This design comes from an exercise in tuning for small area and a short achievable clock period on the open sky130 flow, not from production work.
Only simulation tests tie the RTL to the original design; equivalence was not proved.
Power is estimated from default activity; no workload was simulated.

--- design.v ---
module output_timing#(
  parameter HFP_WIDTH=8,
  parameter HSW_WIDTH=4,
  parameter HBP_WIDTH=8,
  parameter HACTIVE_WIDTH=16,
  parameter DATA_WIDTH=8,
  parameter VFP_WIDTH=8,
  parameter VSW_WIDTH=4,
  parameter VBP_WIDTH=8,
  parameter VACTIVE_WIDTH=16
)(
  input                       clk,
  input                       rst_n,
  input                       sync_en,
  input                       hpol_i,
  input [HFP_WIDTH-1:0]       hfp_i,
  input [HSW_WIDTH-1:0]       hsw_i,
  input [HBP_WIDTH-1:0]       hbp_i,
  input [HACTIVE_WIDTH-1:0]   hactive_i,
  input [VFP_WIDTH-1:0]       vfp_i,
  input [VSW_WIDTH-1:0]       vsw_i,
  input [VBP_WIDTH-1:0]       vbp_i,
  input [VACTIVE_WIDTH-1:0]   vactive_i,
  input [DATA_WIDTH-1:0]      datar_i,
  input [DATA_WIDTH-1:0]      datag_i,
  input [DATA_WIDTH-1:0]      datab_i,
  output [DATA_WIDTH-1:0]     datar_o,
  output [DATA_WIDTH-1:0]     datag_o,
  output [DATA_WIDTH-1:0]     datab_o,
  output                      hsync_o,
  output                      vsync_o,
  output                      de_o
);
localparam [1:0] FP = 2'd0, SW = 2'd1, BP = 2'd2, POST = 2'd3;
localparam [1:0] PRE = 2'd0, ACT = 2'd1, END = 2'd2, UNR = 2'd3;
function [6:0] wrapinfo;
  input [7:0] fp;
  input [3:0] sw;
  input [7:0] bp;
  reg   [5:0] n;
  begin
    n = fp[3:0] + bp[3:0] + sw;
    wrapinfo = {(&fp[7:4]) & (&bp[7:4]) & n[5], n == 6'd32, n == 6'd33, n[3:0]};
  end
endfunction
wire hfp_z = ~|hfp_i;
wire hsw_z = ~|hsw_i;
wire hbp_z = ~|hbp_i;
wire hfp_1 = (hfp_i == 8'd1);
wire hsw_1 = (hsw_i == 4'd1);
wire hbp_1 = (hbp_i == 8'd1);
wire hfp_2 = (hfp_i == 8'd2);
wire hsw_2 = (hsw_i == 4'd2);
wire hbp_2 = (hbp_i == 8'd2);
wire ha_z  = ~|hactive_i;
wire ha_1  = (hactive_i == 16'd1);
wire ha_2  = (hactive_i == 16'd2);
wire [6:0] hwi = wrapinfo(hfp_i, hsw_i, hbp_i);
reg       hw_r, hc0_r, hc1_r, hsw_zr, hbp_zr, ha_zr, ha_1r, ha_2r;
reg [3:0] hcw_r;
always @(posedge clk) begin
  hw_r   <= hwi[6];
  hcw_r  <= hwi[3:0];
  hc0_r  <= (hwi[6] & hwi[5]) | (hfp_z & hsw_z & hbp_z);
  hc1_r  <= (hwi[6] & hwi[4]) | (hfp_1 & hsw_z & hbp_z) | (hfp_z & hsw_1 & hbp_z)
          | (hfp_z & hsw_z & hbp_1);
  hsw_zr <= hsw_z;
  hbp_zr <= hbp_z;
  ha_zr  <= ha_z;
  ha_1r  <= ha_1;
  ha_2r  <= ha_2;
end
wire [1:0] he0_p = hc0_r ? (ha_zr ? END : ACT) : PRE;
wire       he0_l = hc0_r ? ha_1r : (hcw_r == 4'd1);
wire [1:0] he1_p = hc0_r ? ((ha_zr | ha_1r) ? END : ACT)
                 : hc1_r ? (ha_zr ? END : ACT) : PRE;
wire       he1_l = hc0_r ? ha_2r : hc1_r ? ha_1r : (hcw_r == 4'd2);
wire       he1_s = !hc1_r;
reg [1:0] hsp_r;
reg [7:0] hsk_r;
reg       hss_r;     
reg       hsl_r;     
wire [1:0] hp0   = !hfp_z ? FP : !hsw_z ? SW : !hbp_z ? BP : POST;
wire [1:0] hp0n  = !hfp_z ? (!hsw_z ? SW : !hbp_z ? BP : POST)
                 : !hsw_z ? (!hbp_z ? BP : POST) : POST;
wire       hl0_1 = !hfp_z ? hfp_1 : !hsw_z ? hsw_1 : hbp_1;
wire       hl0_2 = !hfp_z ? hfp_2 : !hsw_z ? hsw_2 : hbp_2;
wire       hl0n1 = !hfp_z ? (!hsw_z ? hsw_1 : hbp_1) : hbp_1;
wire [1:0] hp1   = hl0_1 ? hp0n : hp0;
wire       hs1_s = !hl0_1;
wire       hs1_l = hl0_1 ? hl0n1 : hl0_2;
wire [1:0] hsn = (hsp_r == FP) ? (!hsw_zr ? SW : !hbp_zr ? BP : POST)
               : (hsp_r == SW) ? (!hbp_zr ? BP : POST) : POST;
wire       hsa_post = (hsp_r == POST) | (hsl_r & (hsn == POST));
reg [1:0]  hep_r;
reg [15:0] hke_r;
reg        hes_r;
reg        hel_r;
wire        hunr  = (hep_r == UNR);
wire [1:0]  he_p  = hunr ? he1_p : hep_r;
wire        he_s  = hunr ? he1_s : hes_r;
wire        he_l  = hunr ? he1_l : hel_r;
wire [3:0]  he_kl = (hunr & (he1_p == PRE)) ? hcw_r : hke_r[3:0];
wire h_reach_c = hw_r ? he_l : hsa_post;
wire h_at_end  = (he_p == END);
wire h_end     = ((he_p == ACT) & he_l) | ((he_p == PRE) & h_reach_c & ha_zr);
wire       hs_ld = !rst_n | h_at_end | !sync_en | hsl_r;
wire [1:0] hs_t  = (!rst_n | h_at_end) ? hp1 : !sync_en ? hp0 : hsn;
wire [7:0] hs_v  = (hs_t == FP) ? hfp_i : (hs_t == SW) ? {4'd0, hsw_i} : hbp_i;
wire       hs_tl = (!rst_n | h_at_end) ? hs1_l : !sync_en ? hl0_1
                 : (hsn == SW) ? hsw_1 : hbp_1;
always @(posedge clk) begin
  if (hs_ld) begin
    hsp_r <= hs_t;
    hsk_r <= hs_v;
    hss_r <= (!rst_n | h_at_end) & hs1_s;
    hsl_r <= hs_tl;
  end else begin
    hsk_r <= hsk_r - 8'd1;
    hsl_r <= (hsk_r[7:2] == 6'd0) & (hsk_r[1:0] == {1'b1, hss_r});
  end
end
wire       he_go = ((he_p == PRE) & h_reach_c) | ((he_p == ACT) & he_l);
wire       he_ld = !rst_n | h_at_end | !sync_en | he_go;
wire [1:0] he_t  = !rst_n ? UNR : h_at_end ? he1_p : !sync_en ? he0_p
                 : ((he_p == ACT) | ha_zr) ? END : ACT;
wire       he_tl = h_at_end ? he1_l : !sync_en ? he0_l : ha_1;
always @(posedge clk) begin
  if (he_ld) begin
    hep_r <= he_t;
    hke_r <= (he_t == PRE) ? {12'd0, hcw_r} : hactive_i;
    hes_r <= h_at_end & he1_s;
    hel_r <= he_tl;
  end else begin
    hep_r <= he_p;
    hke_r <= {hke_r[15:4], he_kl} - 16'd1;
    hes_r <= he_s;
    hel_r <= (he_kl == {2'b00, 1'b1, he_s}) & ((he_p == PRE) | (hke_r[15:4] == 12'd0));
  end
end
reg hsync_r, de_r;
always @(posedge clk) begin
  hsync_r <= rst_n & sync_en & (hsp_r == SW);
  de_r    <= rst_n & sync_en & (he_p == ACT);
end
assign hsync_o = hsync_r;
assign de_o    = de_r;
wire vfp_z = ~|vfp_i;
wire vsw_z = ~|vsw_i;
wire vbp_z = ~|vbp_i;
wire vfp_1 = (vfp_i == 8'd1);
wire vsw_1 = (vsw_i == 4'd1);
wire vbp_1 = (vbp_i == 8'd1);
wire va_z  = ~|vactive_i;
wire va_1  = (vactive_i == 16'd1);
wire [6:0] vwi = wrapinfo(vfp_i, vsw_i, vbp_i);
reg       vw_r, vc0_r, vsw_zr, vbp_zr, va_zr, va_1r;
reg [3:0] vcw_r;
always @(posedge clk) begin
  vw_r   <= vwi[6];
  vcw_r  <= vwi[3:0];
  vc0_r  <= (vwi[6] & vwi[5]) | (vfp_z & vsw_z & vbp_z);
  vsw_zr <= vsw_z;
  vbp_zr <= vbp_z;
  va_zr  <= va_z;
  va_1r  <= va_1;
end
wire [1:0] ve0_p = vc0_r ? (va_zr ? END : ACT) : PRE;
wire       ve0_l = vc0_r ? va_1r : (vcw_r == 4'd1);
reg [1:0] vsp_r;
reg [7:0] vsk_r;
reg       vsl_r;
wire [1:0] vp0   = !vfp_z ? FP : !vsw_z ? SW : !vbp_z ? BP : POST;
wire       vl0_1 = !vfp_z ? vfp_1 : !vsw_z ? vsw_1 : vbp_1;
wire [1:0] vsn = (vsp_r == FP) ? (!vsw_zr ? SW : !vbp_zr ? BP : POST)
               : (vsp_r == SW) ? (!vbp_zr ? BP : POST) : POST;
wire       vsa_post = (vsp_r == POST) | (vsl_r & (vsn == POST));
reg [1:0]  vep_r;
reg [15:0] vke_r;
reg        vel_r;
wire        vunr  = (vep_r == UNR);
wire [1:0]  ve_p  = vunr ? ve0_p : vep_r;
wire        ve_l  = vunr ? ve0_l : vel_r;
wire [3:0]  ve_kl = (vunr & !vc0_r) ? vcw_r : vke_r[3:0];
wire v_reach_c = vw_r ? ve_l : vsa_post;
wire v_last    = (ve_p == END) | ((ve_p == ACT) & ve_l)
               | ((ve_p == PRE) & v_reach_c & va_zr);
wire       vs_ld = !rst_n | v_last | (h_end & vsl_r);
wire [1:0] vs_t  = (!rst_n | v_last) ? vp0 : vsn;
wire [7:0] vs_v  = (vs_t == FP) ? vfp_i : (vs_t == SW) ? {4'd0, vsw_i} : vbp_i;
wire       vs_tl = (!rst_n | v_last) ? vl0_1 : (vsn == SW) ? vsw_1 : vbp_1;
always @(posedge clk) begin
  if (vs_ld) begin
    vsp_r <= vs_t;
    vsk_r <= vs_v;
    vsl_r <= vs_tl;
  end else if (h_end) begin
    vsk_r <= vsk_r - 8'd1;
    vsl_r <= (vsk_r == 8'd2);
  end
end
wire       ve_ld = !rst_n | v_last | (h_end & (ve_p == PRE) & v_reach_c);
wire [1:0] ve_t  = !rst_n ? UNR : v_last ? ve0_p : ACT;
wire       ve_tl = v_last ? ve0_l : va_1;
always @(posedge clk) begin
  if (ve_ld) begin
    vep_r <= ve_t;
    vke_r <= (ve_t == PRE) ? {12'd0, vcw_r} : vactive_i;
    vel_r <= ve_tl;
  end else if (h_end) begin
    vep_r <= ve_p;
    vke_r <= {vke_r[15:4], ve_kl} - 16'd1;
    vel_r <= (ve_kl == 4'd2) & ((ve_p == PRE) | (vke_r[15:4] == 12'd0));
  end
end
reg vsync_r;
always @(posedge clk) begin
  vsync_r <= rst_n & (vw_r ? (vsp_r != FP) : ((vsp_r == SW) | (ve_p == ACT)));
end
assign vsync_o = vsync_r;
reg [DATA_WIDTH-1:0] datar_r;
reg [DATA_WIDTH-1:0] datag_r;
reg [DATA_WIDTH-1:0] datab_r;
always @(posedge clk) begin
  if (!rst_n) begin
    datar_r <= {DATA_WIDTH{1'b0}};
    datag_r <= {DATA_WIDTH{1'b0}};
    datab_r <= {DATA_WIDTH{1'b0}};
  end else begin
    datar_r <= datar_i;
    datag_r <= datag_i;
    datab_r <= datab_i;
  end
end
assign datar_o = datar_r;
assign datag_o = datag_r;
assign datab_o = datab_r;
endmodule
--- run.sh ---
#!/bin/bash
# synth_recipe.tcl (not shown) runs the flow's synth.tcl, then flattens the netlist and writes it again
# the make line also repeats each setting of config.mk as NAME=value (left out here)
make -C /OpenROAD-flow-scripts/flow DESIGN_CONFIG=/design/flow/config.mk WORK_HOME=/design/flow/orfs CLKGATE_MAP_FILE= SYNTH_SCRIPT=/design/flow/synth_recipe.tcl finish
--- config.mk ---
export PLATFORM = sky130hd
export DESIGN_NAME = output_timing
export DESIGN_NICKNAME = output_timing
export VERILOG_FILES = /design/flow/design.v
export SDC_FILE = /design/flow/constraint.sdc
export NUM_CORES = 4
export LEC_CHECK = 0
export CAP_MARGIN = 20
export CORE_MARGIN = 2
export CORE_UTILIZATION = 40
export SLEW_MARGIN = 20
--- constraint.sdc ---
create_clock -name core_clock -period 8.0 [get_ports {clk}]
set_input_delay 1.6000 -clock core_clock [delete_from_list [all_inputs] [get_ports {clk}]]
set_output_delay 1.6000 -clock core_clock [all_outputs]
set_load 0.01 [all_outputs]
==> results of run 1 <==
through the flow:
stage          setup WS [ns]  utilization  area, um^2  hold WS [ns]
3_5_place_dp            3.23        0.494        7760         0.473
6_report                4.01        0.513        8070         0.478
2_1_floorplan           4.45            -        6350         0.447
3_3_place_gp            3.30        0.494        7760         0.461
5_1_grt                 3.83        0.513        8070         0.513
4_1_cts                 3.62        0.513        8060         0.484
sequential cells by signal (all words and copies together), names as in the netlist, 2 cells and up:
| name | count |
|---|---|
| vke_r | 16 |
| datar_r | 8 |
| hsk_r | 8 |
| hsp_r | 2 |
| datag_r | 8 |
| hep_r | 2 |
| datab_r | 8 |
| vsk_r | 8 |
| vcw_r | 4 |
| hcw_r | 4 |
| vep_r | 2 |
| hke_r | 16 |
| vsp_r | 2 |
power by group:
part | leakage, uW | total [uW] | switching (uW) | internal, uW
sequential | 0.000993 | 803 | 91.5 | 711
combinational | 0.00183 | 565 | 298 | 267
clock | 0.000144 | 454 | 203 | 251
total | 0.00297 | 1820 | 593 | 1230
Yosys cell counts (all sizes together), types with 25 or more instances:
| cell type | count | area share |
|---|---|---|
| a21oi | 32 | 0.026 |
| mux2i | 38 | 0.063 |
| nor4 | 25 | 0.027 |
| edfxtp | 33 | 0.16 |
| nor2 | 52 | 0.031 |
| o21ai | 30 | 0.025 |
| and2 | 27 | 0.027 |
| xnor2 | 33 | 0.046 |
| nor3 | 25 | 0.020 |
| nand2 | 42 | 0.026 |
| inv | 34 | 0.020 |
| dfxtp | 78 | 0.25 |
layer usage:
metal  global-route usage  wire length [um]  vias up
met1                0.245              7190     2517
met5                    0                 0        -
met2                0.319              7510      133
met3               0.0431               819       13
met4               0.0607               194        0
li1                     -                 -     2641
worst paths after layout:
| check | slack [ns] | depth (start not counted) | from | end |
|---|---|---|---|---|
| max | 4.01 | 8 | vfp_i[5] | vsk_r[0] |
| min | 0.48 | 2 | hes_r | hes_r |
| min reg2reg | 0.48 | 2 | hes_r | hes_r |
| max reg2reg | 4.73 | 7 | hc0_r | hke_r[13] |
worst max-delay path: stages:
cell             delay, ns
clkdlybuf4s50_1       0.46
or4_1                 0.56
nor4_1                0.34
and2_1                0.25
nand2_1               0.14
mux2i_4               0.34
a221oi_1              0.15
a22o_1                0.24
logic make-up after synthesis:
family / count (synthesis) / share of synthesized area
compound gates: 145 / 0.167
xor+xnor: 45 / 0.0621
fa+ha+maj: 22 / 0.0552
buf+inv: 56 / 0.0400
flops: 111 / 0.402
mux: 42 / 0.0707
simple gates: 235 / 0.203
final cells by class:
class / instances / share of cell area
flip-flops and latches: 111 / 0.316
clock inverters: 1 / 0.00109
multi-input cells: 489 / 0.442
repair buffers: 126 / 0.155
well taps: 216 / 0.0335
inverters: 34 / 0.0158
clock buffers: 15 / 0.0360
==> impl_metrics.yaml, run 1 <==
floorplanning:
  row_count: 46
  die_h_um: 130
  io_pins: 127
  die_area_mm2: 0.0169
  start_util: 0.404
  fp.coreArea_mm2: 0.0157
  die_w_um: 130
routing:
  wirelength_um: 15700
  firstDrtPassIters: 5
  vias: 5304
  drt_iter0_drc: 393
  drc: 0
  viasPerCell: 5.35
  routedWlPerCell_um: 15.8
  antenna_left: 0
synthesis:
  synth.yosys.warnings: 1
  synth-async-reset-ratio: 0
  ys_seq_elements: 111
  yosysUniqueCellTypes: 82
  ys.flop_type: "dfxtp_1"
  synthesis.nets: 778
  synth.avg_cell_area_um2: 9.68
  synthCells: 656
  syn_area_mm2: 0.00635
  synth-edff-count: 33
  ys_seq_area_frac: 0.402
clock_network:
  numCtsBuffers: 9
  clk-insertion-delay-late_ns: 0.35
  numClockSinks: 111
  cts_resized: 0
  ctsHoldBuffers: 0
  clk_pin_slew_ns: 0.07
  cts_setup_buffers: 0
  clockRootBuffer: "clkbuf_16"
  ctsHtreeMaxLevel: 3
  clockBufferDepth: 2
  cts_tree: "done"
final_layout:
  drive_gt1_frac: 0.0567
  final_cell_mix: "124 x clkdlybuf4s50_1, 78 x dfxtp_1, 52 x nor2_1, 41 x nand2_1, 35 x mux2i_1"
  layout_commonest_cell: "clkdlybuf4s50_1"
  multi_input_area_mm2: 0.00356
  final_cells: 992
  final_net_count: 893
  diodes: 0
  n_fill_cell: 1433
  area_growth_pct: 27.0
  seqCellArea_mm2: 0.00255
worst_setup_path:
  critPathMaxFanout: 8
  cp.arrival_ns: 4.09
  worstSetupPathType: "in2reg"
  crit_required_ns: 8.10
  crit_path_end_kind: "register"
  startpoint_type: "input port"
flow_run:
  cap_violations: 0
power:
  ir_drop_uv: 128
  leakage_uw: 0.00297
  power_density_mw_per_mm2: 226
  power_uw: 1820
sta:
  fin_crit_sh: 0.499
  drv_slew: 0
  relSlewSlack: 0.350
  fmax_mhz: 251
  setup_viol: 0
  worst_slew_pin_slew_ns: 0.972
  grt_setup_unrepaired: "no"
  finClkSkew_ns: 0.00606
  period_needed_ns: 3.99
  hold_viol: 0
  finalSetupTns_ns: 0
global_route:
  track_usage: 0.191
  overflow: 0
  grt_start_max_net_pins: 34
  grt_pass1_vias: 5394
  antenna_found_initial: 0
  grt_first_pass_wirelength_um: 25900
placed_design:
  dp.cells: 976
  dpl.hpwl_um: 12000
  io_buffers: 125
  gp_congestion: 0.837
run_status:
  status: "finished clean"
min_path:
  hold_class: "reg2reg"
==> run 2, diff against run 1 <==
--- a/config.mk
+++ b/config.mk
@@ -9,3 +9,4 @@
 export CORE_MARGIN = 2
 export CORE_UTILIZATION = 40
+export SETUP_SLACK_MARGIN = 5
 export SLEW_MARGIN = 20
==> impl_metrics.yaml, run 2 <==
synthesis:
  synthesis.nets: 778
  synth.yosys.warnings: 1
  synth-async-reset-ratio: 0
  synth.top_cell.area_share: 0.246
  synthCells: 656
  yosysMostFrequentCell: "dfxtp_1"
  synthTopCellsByCount: "78 x dfxtp_1, 52 x nor2_1, 41 x nand2_1"
  synth.avg_cell_area_um2: 9.68
  synth-edff-count: 33
  synth_area_leaders: "dfxtp_1 25%, edfxtp_1 16%, mux2i_1 5.5%, xnor2_1 4.6%, fa_1 3.2%"
  syn_area_mm2: 0.00635
  ys_seq_elements: 111
  yosysUniqueCellTypes: 82
  ys_seq_area_frac: 0.402
  ys.flop_type: "dfxtp_1"
  synth_area_leader_cell: "dfxtp_1"
routing:
  drt_iter0_drc: 315
  vias: 5472
  wirelength_um: 16300
  antenna_left: 0
  firstDrtPassIters: 4
  drc: 0
  routedWlPerCell_um: 15.8
  viasPerCell: 5.30
worst_setup_path:
  timing.critical_path.cells: "buf_8, or4_4, or4_4, a221oi_4, buf_4, o21ai_4, a32oi_1, mux2i_1"
  worstSetupPathType: "in2reg"
  cp.buffers_inverters: 2
  r2r-end: "vsk_r[6]"
  critPathMaxFanout: 8
  cp.arrival_ns: 3.63
  crit_required_ns: 8.23
  reg2reg_depth: 8
  startpoint_type: "input port"
  cp_top_family: "simple AND/OR/NAND/NOR gates"
  path_common_cell: "or4_4"
  cpPeakStageDelay_ns: 0.57
  cp_slowest_cell: "or4_4"
  r2r_slack_ns: 5.19
  crit_path_end_kind: "register"
  r2r-start: "vc0_r"
placed_design:
  gp_congestion: 0.883
  placed_cell_area_mm2: 0.00786
  dp.cells: 977
  io_buffers: 125
  dpl.hpwl_um: 12000
power:
  power_density_mw_per_mm2: 218
  ir_drop_uv: 128
  leakage_uw: 0.00340
final_layout:
  stdcell_area_mm2: 0.00878
  area_growth_pct: 38.2
  n_fill_cell: 1417
  layout_commonest_cell: "clkdlybuf4s50_1"
  final_cell_mix: "81 x clkdlybuf4s50_1, 78 x dfxtp_1, 50 x nor2_1, 39 x nand2_1, 36 x buf_4"
  diodes: 0
  reg_top3: "hke_r: 16 flops, vke_r: 16 flops"
  final_net_count: 933
  drive_gt1_frac: 0.207
  final_cells: 1032
clock_network:
  clockRootBuffer: "clkbuf_16"
  clk-insertion-delay-late_ns: 0.35
  numClockSinks: 111
  ctsHoldBuffers: 0
  numCtsBuffers: 9
  clk_pin_slew_ns: 0.07
  clockBufferDepth: 2
  ctsHtreeMaxLevel: 3
  cts_tree: "done"
sta:
  setup_viol: 0
  finalSetupTns_ns: 0
  fmax_mhz: 294
  grt_setup_unrepaired: "yes"
  drv_slew: 0
  fin_crit_sh: 0.425
  finClkSkew_ns: 0.00824
  relSlewSlack: 0.465
  worst_slew_pin_slew_ns: 0.796
  hold_viol: 0
  period_needed_ns: 3.40
global_route:
  grt_first_pass_wirelength_um: 26800
  grt_start_max_net_pins: 34
  track_usage: 0.197
  grt_pass1_vias: 5457
  overflow: 0
  antenna_found_initial: 0
floorplanning:
  die_h_um: 130
  die_w_um: 130
  die_area_mm2: 0.0169
  row_count: 46
  fp.coreArea_mm2: 0.0157
  io_pins: 127
  start_util: 0.404
flow_run:
  cap_violations: 0
min_path:
  min-delay-start: "hes_r"
  hold_end: "hes_r"
  holdPathStages: 2
  hold_class: "reg2reg"
run_status:
  status: "finished clean"
## run 2: cell counts after synthesis
No cell type changed its count.
## run 2: worst max path at each step
| stage | to | startpoint | slack (ns) | cells past startpoint |
|---|---|---|---|---|
| after CTS | hsk_r[5] | hfp_i[3] | 4.61 | 8 |
| after detailed placement | vke_r[0] | rst_n | 3.22 | 5 |
| after global placement | vke_r[0] | rst_n | 3.27 | 5 |
| after floorplan | hsk_r[0] | hfp_i[3] | 4.57 | 6 |
| after global routing | hsk_r[5] | hfp_i[3] | 4.55 | 8 |
| final | hsk_r[6] | hfp_i[3] | 4.60 | 8 |
## run 2: power breakdown
| part | total, uW | switching (uW) | internal [uW] |
|---|---|---|---|
| clock | 464 | 213 | 251 |
| combinational | 649 | 329 | 320 |
| sequential | 805 | 94.4 | 711 |
## run 2: final cells by class
type	count	area, um^2	area share
clock buffers	11	275	0.0314
flip-flops and latches	111	2550	0.291
well taps	216	270	0.0308
inverters	34	128	0.0145
clock inverters	5	35.0	0.00399
multi-input cells	489	3910	0.445
repair buffers	166	1610	0.183
## run 2: per-layer routing
metal	up-vias	wire, um	GRT usage
met4	0	127	0.0436
met2	138	7970	0.331
li1	2720	-	-
met5	-	0	0
met3	10	893	0.0517
met1	2604	7330	0.255
## run 2: per-stage QoR
step                      hold slack, ns  worst slack, ns  utilization  total power, uW
after CTS                          0.480             4.61        0.542             1900
after detailed placement           0.468             3.22        0.500             1390
final                              0.475             4.60        0.559             1920
after global routing               0.528             4.55        0.559             2040
after global placement             0.459             3.27        0.500             1370
after floorplan                    0.447             4.57            -             1210
## run 2: cell families after synthesis
kind of cell | synth area share
mux | 0.0707
flops | 0.402
buf+inv | 0.0400
simple gates | 0.203
fa+ha+maj | 0.0552
xor+xnor | 0.0621
compound gates | 0.167
## run 2: worst register-to-register path, stage by stage (launching register included)
cell and delay (ns):
dfxtp_1 0.48, nor4_1 0.13, a221o_1 0.37, a221oi_4 0.46, nand2_4 0.29, mux2i_4 0.31
buf_6 0.20, a221oi_4 0.26, a21oi_2 0.05
## run 2: what timing repair did
item,in CTS,in global routing
resized for setup,173,47
setup buffers,28,11
pin swaps,30,32
endpoints found under the setup margin,105,60

[port drivers added, routing unchanged]
Ports are ideal in the flow. The routed layouts listed here were re-timed in OpenROAD.
Step 1: set_driving_cell puts a clkbuf_16 on clk and a buf_2 on each other input, an assumption about the parent block.
Step 2 also shifts input and output timing later by t, the mid clock arrival at the registers, as if the neighbouring blocks saw the same clock.
Three values: no drivers, after step 1, after step 2; two values: the first two.
run	shift t [ns]	slack for setup (ns)	worst setup path after step 2
run 1	0.390	4.010 / 4.018 / 3.628	input to register
run 2	0.385	4.602 / 4.606 / 4.221	input to register
After both steps every run listed still meets setup and hold. The setup slack of run 1, which loses most, moves by +0.008 ns with the drivers and by -0.382 ns with both steps.
